This design comes from an exercise in tuning for small area on the open sky130 flow, not from production work. Function was checked by simulation only, so behaviour that the tests miss may differ from the original. Power is estimated from default activity; no workload was simulated.

==> flow/design.v <==
module bcdcnv(
    input [3:0] nmber,
    output reg [6:0] svnseg
);
always @(*) begin
    case (nmber)
        0 : svnseg = 7'b1000000;
        1 : svnseg = 7'b1111001;
        2 : svnseg = 7'b0100100;
        3 : svnseg = 7'b0110000;
        4 : svnseg = 7'b0011001;
        5 : svnseg = 7'b0010010;
        6 : svnseg = 7'b0100000;
        7 : svnseg = 7'b1111000;
        8 : svnseg = 7'b0000000;
        9 : svnseg = 7'b0010000;
        default : svnseg = 7'b1111111;
    endcase
end
endmodule
module secgen (
    input clk,
    input rst,
    output sec
);
localparam [12:0] S0   = 13'h0dc1;
localparam [12:0] SEND = 13'h1a6b;
localparam [12:0] MASK = 13'h167f;
reg [12:0] lfsr;
assign sec = (lfsr & MASK) == (SEND & MASK);
always_ff @(posedge clk) begin
    if (rst | sec)
        lfsr <= S0;
    else
        lfsr <= {lfsr[11:0], lfsr[12] ^ lfsr[0]};
end
endmodule
module afsm (
    input clk,
    input rst,
    input sec,
    output side,
    output chr,
    output [3:0] hex0n,
    output [3:0] hex1n
);
localparam [3:0] W3 = 4'd15;
reg s;
reg [3:0] p;
wire c = ~p[3] & ~p[2];
wire is_w3 = p[3] & p[2];
wire is_4 = p[2] & ~p[1] & ~p[0];
always_ff @(posedge clk) begin
    if (rst) begin
        s <= 1'b0; p <= 4'd9;
    end else if (is_w3)
        p <= 4'd3;
    else if (p == 4'd0) begin
        p <= 4'd9; s <= ~s;
    end else if (sec)
        p <= is_4 ? W3 : p - 4'd1;
end
wire [3:0] red   = is_w3 ? 4'd3 : p;
wire [3:0] green = (c | is_w3) ? p : p - 4'd4;
assign side = s;
assign chr = c;
assign hex0n = s ? red : green;
assign hex1n = s ? green : red;
endmodule
module mfsm (
    input clk,
    input rst,
    input sec,
    input chrtsw,
    output side,
    output chr,
    output [3:0] hexn
);
reg s, c;
reg [1:0] cnt;
wire back = c & (cnt == 2'd0) & (~s | sec);
always_ff @(posedge clk) begin
    s <= rst ? ~chrtsw : s ^ back;
end
always_ff @(posedge clk) begin
    if (rst) begin
        c <= 1'b0; cnt <= 2'd1;
    end else if (c) begin
        if (back) begin
            c <= 1'b0; cnt <= 2'd1;
        end else if (sec)
            cnt <= cnt - 2'd1;
    end else if (sec & (chrtsw ^ s)) begin
        c <= 1'b1; cnt <= 2'd3;
    end
end
assign side = s;
assign chr = c;
assign hexn = {~c, 1'b0, cnt};
endmodule
module lcddisp(
  input clk,
  input rst,
  output lcd_e, lcd_rs,
  output [7:0] data
);
reg [6:0] st;
reg e;
wire tc = (st & 7'd79) == 7'd15;
wire i0 = tc & ~e;
always_ff @(posedge clk) begin
  if (rst) begin
    st <= 7'd47; e <= 1'b0;
  end else if (tc) begin
    st <= e ? 7'd126 : 7'd127; e <= ~e;
  end else
    st <= {st[5:0], st[6] ^ st[3]};
end
reg [4:0] jd;
always_ff @(posedge clk) begin
  if (rst)
    jd <= 5'd30;
  else if (i0)
    jd <= (jd[4] & jd[3] & ~jd[1] & jd[0]) ? 5'd3 : jd + 5'd1;   
end
wire [9:0] tab =
  (jd == 5'd0) ? {8'h0C, 1'b1, 1'b1} :   
  (jd == 5'd1) ? {8'h06, 1'b1, 1'b1} :   
  (jd == 5'd2) ? {8'h01, 1'b1, 1'b1} :   
  (jd == 5'd3) ? {8'h80, 1'b1, 1'b0} :   
  (jd == 5'd4) ? {8'h54, 1'b0, 1'b0} :   
  (jd == 5'd5) ? {8'h68, 1'b0, 1'b0} :   
  (jd == 5'd6) ? {8'h69, 1'b0, 1'b0} :   
  (jd == 5'd7) ? {8'h20, 1'b0, 1'b0} :   
  (jd == 5'd8) ? {8'h4E, 1'b0, 1'b0} :   
  (jd == 5'd9) ? {8'h67, 1'b0, 1'b0} :   
  (jd == 5'd10) ? {8'h68, 1'b0, 1'b0} :   
  (jd == 5'd11) ? {8'h69, 1'b0, 1'b0} :   
  (jd == 5'd12) ? {8'h65, 1'b0, 1'b0} :   
  (jd == 5'd13) ? {8'h6D, 1'b0, 1'b0} :   
  (jd == 5'd14) ? {8'h20, 1'b0, 1'b0} :   
  (jd == 5'd15) ? {8'h35, 1'b0, 1'b1} :   
  (jd == 5'd16) ? {8'hC0, 1'b1, 1'b0} :   
  (jd == 5'd17) ? {8'h42, 1'b0, 1'b0} :   
  (jd == 5'd18) ? {8'h4D, 1'b0, 1'b0} :   
  (jd == 5'd19) ? {8'h44, 1'b0, 1'b0} :   
  (jd == 5'd20) ? {8'h54, 1'b0, 1'b0} :   
  (jd == 5'd21) ? {8'h20, 1'b0, 1'b0} :   
  (jd == 5'd22) ? {8'h44, 1'b0, 1'b0} :   
  (jd == 5'd23) ? {8'h48, 1'b0, 1'b0} :   
  (jd == 5'd24) ? {8'h42, 1'b0, 1'b0} :   
  (jd == 5'd25) ? {8'h4B, 1'b0, 1'b0} :   
  (jd == 5'd30) ? {8'h00, 1'b0, 1'b1} :   
  (jd == 5'd31) ? {8'h38, 1'b1, 1'b1} :   
  10'd0;
wire [7:0] rom = tab[9:2];
wire cmd_cur = tab[1];
wire cmd_next = tab[0];
assign data = rom;
assign lcd_e = e;
assign lcd_rs = ~(i0 ? cmd_next : cmd_cur);
endmodule
module lab5 (
    input clk,
    input rst,
    input masw,  
    input chrtsw,  
    output lcdrs, lcdrw, lcden,  
    output [7:0] lcddata,
    output rled0, gled0, yled0,  
    output [6:0] hex0,  
    output rled1, gled1, yled1,  
    output [6:0] hex1,  
    output [3:0] hex1nmo,
    output sectest
);
lcddisp ilcddisp (clk, rst, lcden, lcdrs, lcddata);
assign lcdrw = 1'b0;
wire sec;
secgen isecgen (clk, rst, sec);
assign sectest = sec;
wire sa, ca, sm, cm;
wire [3:0] hex0na, hex1na, hexnm;
afsm iafsm (clk, rst, sec, sa, ca, hex0na, hex1na);
mfsm imfsm (clk, rst, sec, chrtsw, sm, cm, hexnm);
assign hex1nmo = hexnm;
wire s = masw ? sa : sm;
wire c = masw ? ca : cm;
assign gled0 = ~s & ~c;
assign yled0 = ~s &  c;
assign rled0 =  s;
assign gled1 =  s & ~c;
assign yled1 =  s &  c;
assign rled1 = ~s;
bcdcnv ibcdcnv0 (masw ? hex0na : hexnm, hex0);
bcdcnv ibcdcnv1 (masw ? hex1na : hexnm, hex1);
endmodule
export LEC_CHECK = 0
export CAP_MARGIN = 20
export CORE_MARGIN = 2
export CORE_UTILIZATION = 40
export SLEW_MARGIN = 20
create_clock -name core_clock -period 10.0 [get_ports {clk}]
standard.sh (not shown) runs the stock make flow with config.mk's settings and CLKGATE_MAP_FILE= SYNTH_SCRIPT=/design/flow/synth_recipe.tcl, a recipe that flattens the netlist after the stock synthesis.
==> flow/flow/run.sh <==
#!/bin/bash
# Own layout flow: the standard synthesis, then the combinational logic
# between the standard synthesis's registers is re-mapped with a stronger ABC
# script (registers, their names and cell types untouched; the result is
# proven equivalent to the standard netlist, else the standard netlist is
# kept), then the standard layout steps from floorplan to finish.
set -uo pipefail
W=$(pwd)
F=$W/flow
PLAT=${FLOW_PLATFORM:-sky130hd}
LIB=$FLOW_HOME/platforms/$PLAT/lib/sky130_fd_sc_hd__tt_025C_1v80.lib
YOSYS=$FLOW_HOME/../tools/install/yosys/bin/yosys
[ -x "$YOSYS" ] || YOSYS=yosys
# IO buffers: the smallest buffer instead of the default pick
export BUFFER_PORTS_ARGS="-buffer_cell sky130_fd_sc_hd__buf_1"
# clock tree: small clock buffers, sinks in few clusters, no dummy loads
export CTS_ARGS="-sink_clustering_enable -repair_clock_nets -buf_list {sky130_fd_sc_hd__clkbuf_2 sky130_fd_sc_hd__clkbuf_4 sky130_fd_sc_hd__clkbuf_8} -root_buf sky130_fd_sc_hd__clkbuf_4 -sink_clustering_size 40 -sink_clustering_max_diameter 300 -dont_use_dummy_load"

bash standard.sh synth > $W/std_synth.log 2>&1 || { echo "standard synth failed"; exit 1; }
R=$W/orfs/results/$PLAT/lab5/base
cp $R/1_2_yosys.v $W/std_1_2_yosys.v
SEQ=$(grep -o "sky130_fd_sc_hd__[a-z0-9_]*" $W/std_1_2_yosys.v | sort -u | grep -E "__(df|edf|sdf|sedf|dl|conb)" | tr '\n' ' ')

# Round r maps the best netlist so far (the standard one at first) again with
# 8 scripts, 4 at a time; each result must be proven equivalent to the
# standard netlist to count.
IN=$W/std_1_2_yosys.v
BEST_NET=""; BA=""
for r in 1 2; do
SCRIPTS=()
for sd in 1 2 3 4 5 6 7; do
  SCRIPTS+=("+strash;&get,-n;&deepsyn,-T,60,-S,$((sd + 10 * r));&put;&get,-n;&dch,-f;&nf,-R,1000;&put")
done
SCRIPTS+=("+strash;dc2;dc2;&get,-n;&syn2;&dch,-f;&nf,-R,1000;&put")
NC=${#SCRIPTS[@]}
for k in $(seq 0 $((NC-1))); do
  D=$W/resyn$r.$k
  mkdir -p $D
  cat > $D/map.ys <<EOS
read_liberty -ignore_miss_func $LIB
blackbox $SEQ
read_verilog $IN
hierarchy -top lab5
flatten -noscopeinfo
rename -hide w:_*_.*
hierarchy -top lab5
opt_clean
abc -liberty $LIB -dont_use *probe* -dont_use *lpflow* -script "${SCRIPTS[$k]}"
splitnets
opt_clean -purge
hilomap -singleton -hicell sky130_fd_sc_hd__conb_1 HI -locell sky130_fd_sc_hd__conb_1 LO
insbuf -buf sky130_fd_sc_hd__buf_4 A X
tee -o $D/stat.txt stat -liberty $LIB
write_verilog -noattr -nohex -nodec $D/net.v
EOS
  cat > $D/eq.ys <<EOS
read_liberty -ignore_miss_func $LIB
read_verilog $W/std_1_2_yosys.v
rename lab5 gold
read_verilog $D/net.v
rename lab5 gate
hierarchy -check
flatten -noscopeinfo gold gate
opt_clean
equiv_make gold gate equiv
hierarchy -top equiv
equiv_simple -seq 2
equiv_induct
equiv_status -assert
EOS
  ( cd $D && timeout 600 $YOSYS -q map.ys > $D/map.log 2>&1 \
    && timeout 600 $YOSYS eq.ys > $D/eq.log 2>&1 && touch $D/ok ) &
  if (( k % 4 == 3 )); then wait; fi
done
wait
for k in $(seq 0 $((NC-1))); do
  D=$W/resyn$r.$k
  [ -f $D/ok ] || continue
  A=$(grep "Chip area" $D/stat.txt | awk '{print $NF}')
  echo "round $r candidate $k area $A" | tee -a $W/resyn.log
  if [ -z "$BA" ] || awk "BEGIN{exit !($A < $BA)}"; then BA=$A; BEST_NET=$D/net.v; fi
done
[ -n "$BEST_NET" ] && IN=$BEST_NET
done
if [ -n "$BEST_NET" ]; then
  echo "using $BEST_NET ($BA)" | tee -a $W/resyn.log
  cp $BEST_NET $R/1_2_yosys.v
  touch $R/1_2_yosys.v
else
  echo "no candidate passed; keeping the standard netlist" | tee -a $W/resyn.log
fi
bash standard.sh > $W/std_finish.log 2>&1 || { echo "standard layout failed"; tail -30 $W/std_finish.log; exit 1; }
==> next run, changes <==
--- a/flow/flow/run.sh
+++ b/flow/flow/run.sh
@@ -23,3 +23,3 @@
 
-# Round r maps the best netlist so far (the standard one at first) again with
+# Round r (1..3) maps the best netlist so far (the standard one at first) again with
 # 8 scripts, 4 at a time; each result must be proven equivalent to the
@@ -28,3 +28,3 @@
 BEST_NET=""; BA=""
-for r in 1 2; do
+for r in 1 2 3; do
 SCRIPTS=()
@@ -33,3 +33,3 @@
 done
-SCRIPTS+=("+strash;dc2;dc2;&get,-n;&syn2;&dch,-f;&nf,-R,1000;&put")
+SCRIPTS+=("+strash;&get,-n;&dch,-f;&nf,-R,1000;&put;strash;&get,-n;&dch,-f;&nf,-R,1000,-a;&put")
 NC=${#SCRIPTS[@]}
What happened: Critical path depth stays the same. Cell count does not change. Total power is unchanged. Sequential share of layout area is unchanged. Register-to-register slack barely changes. Via count does not change. Hold slack does not change. Final area does not change. Wire length is unchanged. Sequential cell count does not change.
==> next run, changes <==
--- a/flow/flow/run.sh
+++ b/flow/flow/run.sh
@@ -23,21 +23,14 @@
 
-# Round r (1..3) maps the best netlist so far (the standard one at first) again with
-# 8 scripts, 4 at a time; each result must be proven equivalent to the
-# standard netlist to count.
-IN=$W/std_1_2_yosys.v
-BEST_NET=""; BA=""
-for r in 1 2 3; do
 SCRIPTS=()
 for sd in 1 2 3 4 5 6 7; do
-  SCRIPTS+=("+strash;&get,-n;&deepsyn,-T,60,-S,$((sd + 10 * r));&put;&get,-n;&dch,-f;&nf,-R,1000;&put")
+  SCRIPTS+=("+strash;&get,-n;&deepsyn,-T,60,-S,$sd;&put;&get,-n;&dch,-f;&nf,-R,1000;&put")
 done
-SCRIPTS+=("+strash;&get,-n;&dch,-f;&nf,-R,1000;&put;strash;&get,-n;&dch,-f;&nf,-R,1000,-a;&put")
+SCRIPTS+=("+strash;dc2;dc2;&get,-n;&syn2;&dch,-f;&nf,-R,1000;&put")
 NC=${#SCRIPTS[@]}
 for k in $(seq 0 $((NC-1))); do
-  D=$W/resyn$r.$k
-  mkdir -p $D
-  cat > $D/map.ys <<EOS
+  mkdir -p $W/resyn$k
+  cat > $W/resyn$k/map.ys <<EOS
 read_liberty -ignore_miss_func $LIB
 blackbox $SEQ
-read_verilog $IN
+read_verilog $W/std_1_2_yosys.v
 hierarchy -top lab5
@@ -52,6 +45,6 @@
 insbuf -buf sky130_fd_sc_hd__buf_4 A X
-tee -o $D/stat.txt stat -liberty $LIB
-write_verilog -noattr -nohex -nodec $D/net.v
+tee -o $W/resyn$k/stat.txt stat -liberty $LIB
+write_verilog -noattr -nohex -nodec $W/resyn$k/net.v
 EOS
-  cat > $D/eq.ys <<EOS
+  cat > $W/resyn$k/eq.ys <<EOS
 read_liberty -ignore_miss_func $LIB
@@ -59,3 +52,3 @@
 rename lab5 gold
-read_verilog $D/net.v
+read_verilog $W/resyn$k/net.v
 rename lab5 gate
@@ -70,4 +63,4 @@
 EOS
-  ( cd $D && timeout 600 $YOSYS -q map.ys > $D/map.log 2>&1 \
-    && timeout 600 $YOSYS eq.ys > $D/eq.log 2>&1 && touch $D/ok ) &
+  ( cd $W/resyn$k && timeout 600 $YOSYS -q map.ys > $W/resyn$k/map.log 2>&1 \
+    && timeout 600 $YOSYS eq.ys > $W/resyn$k/eq.log 2>&1 && touch $W/resyn$k/ok ) &
   if (( k % 4 == 3 )); then wait; fi
@@ -75,14 +68,12 @@
 wait
+BEST=""; BA=""
 for k in $(seq 0 $((NC-1))); do
-  D=$W/resyn$r.$k
-  [ -f $D/ok ] || continue
-  A=$(grep "Chip area" $D/stat.txt | awk '{print $NF}')
-  echo "round $r candidate $k area $A" | tee -a $W/resyn.log
-  if [ -z "$BA" ] || awk "BEGIN{exit !($A < $BA)}"; then BA=$A; BEST_NET=$D/net.v; fi
+  [ -f $W/resyn$k/ok ] || continue
+  A=$(grep "Chip area" $W/resyn$k/stat.txt | awk '{print $NF}')
+  echo "candidate $k area $A" | tee -a $W/resyn.log
+  if [ -z "$BA" ] || awk "BEGIN{exit !($A < $BA)}"; then BA=$A; BEST=$k; fi
 done
-[ -n "$BEST_NET" ] && IN=$BEST_NET
-done
-if [ -n "$BEST_NET" ]; then
-  echo "using $BEST_NET ($BA)" | tee -a $W/resyn.log
-  cp $BEST_NET $R/1_2_yosys.v
+if [ -n "$BEST" ]; then
+  echo "using candidate $BEST ($BA)" | tee -a $W/resyn.log
+  cp $W/resyn$BEST/net.v $R/1_2_yosys.v
   touch $R/1_2_yosys.v
The new run finished with timing, DRC and antenna clean.
Via count rose by 3.8%.
Synthesized area goes up by 0.53%.
Worst setup slack improves by 5.9 ps.
First-iteration DRC count goes down by 53%.
Combinational power rose by 28%.
Power rises by 3.9%.
Die area goes up by 0.50%.
Non-clock buffer count rises by 1.

[afterwards: timing with drivers on the ports]
Ports are ideal in the flow. The routed layouts listed here were re-timed in OpenROAD.
Step 1 assumes that a clkbuf_16 drives the clock port and a buf_2 every other input.
Step 2 also shifts input and output timing later by t, the mid clock arrival at the registers, as if the neighbouring blocks saw the same clock.
a / b / c = ideal / step 1 / step 2; a / b = the first two.
run	t, ns	setup slack, ns	worst hold slack (ns)	clock arrival spread, ns	pins driven straight from the clock port
the first run	0.353	3.849 / 3.823 / 3.823	0.404 / 0.404 / 0.404	0.018 / 0.018	1
the second run	0.353	3.849 / 3.823 / 3.823	0.404 / 0.404 / 0.404	0.018 / 0.018	1
the third run	0.340	3.855 / 3.829 / 3.829	0.424 / 0.424 / 0.424	0.014 / 0.014	1
After both steps every run listed still meets setup and hold.
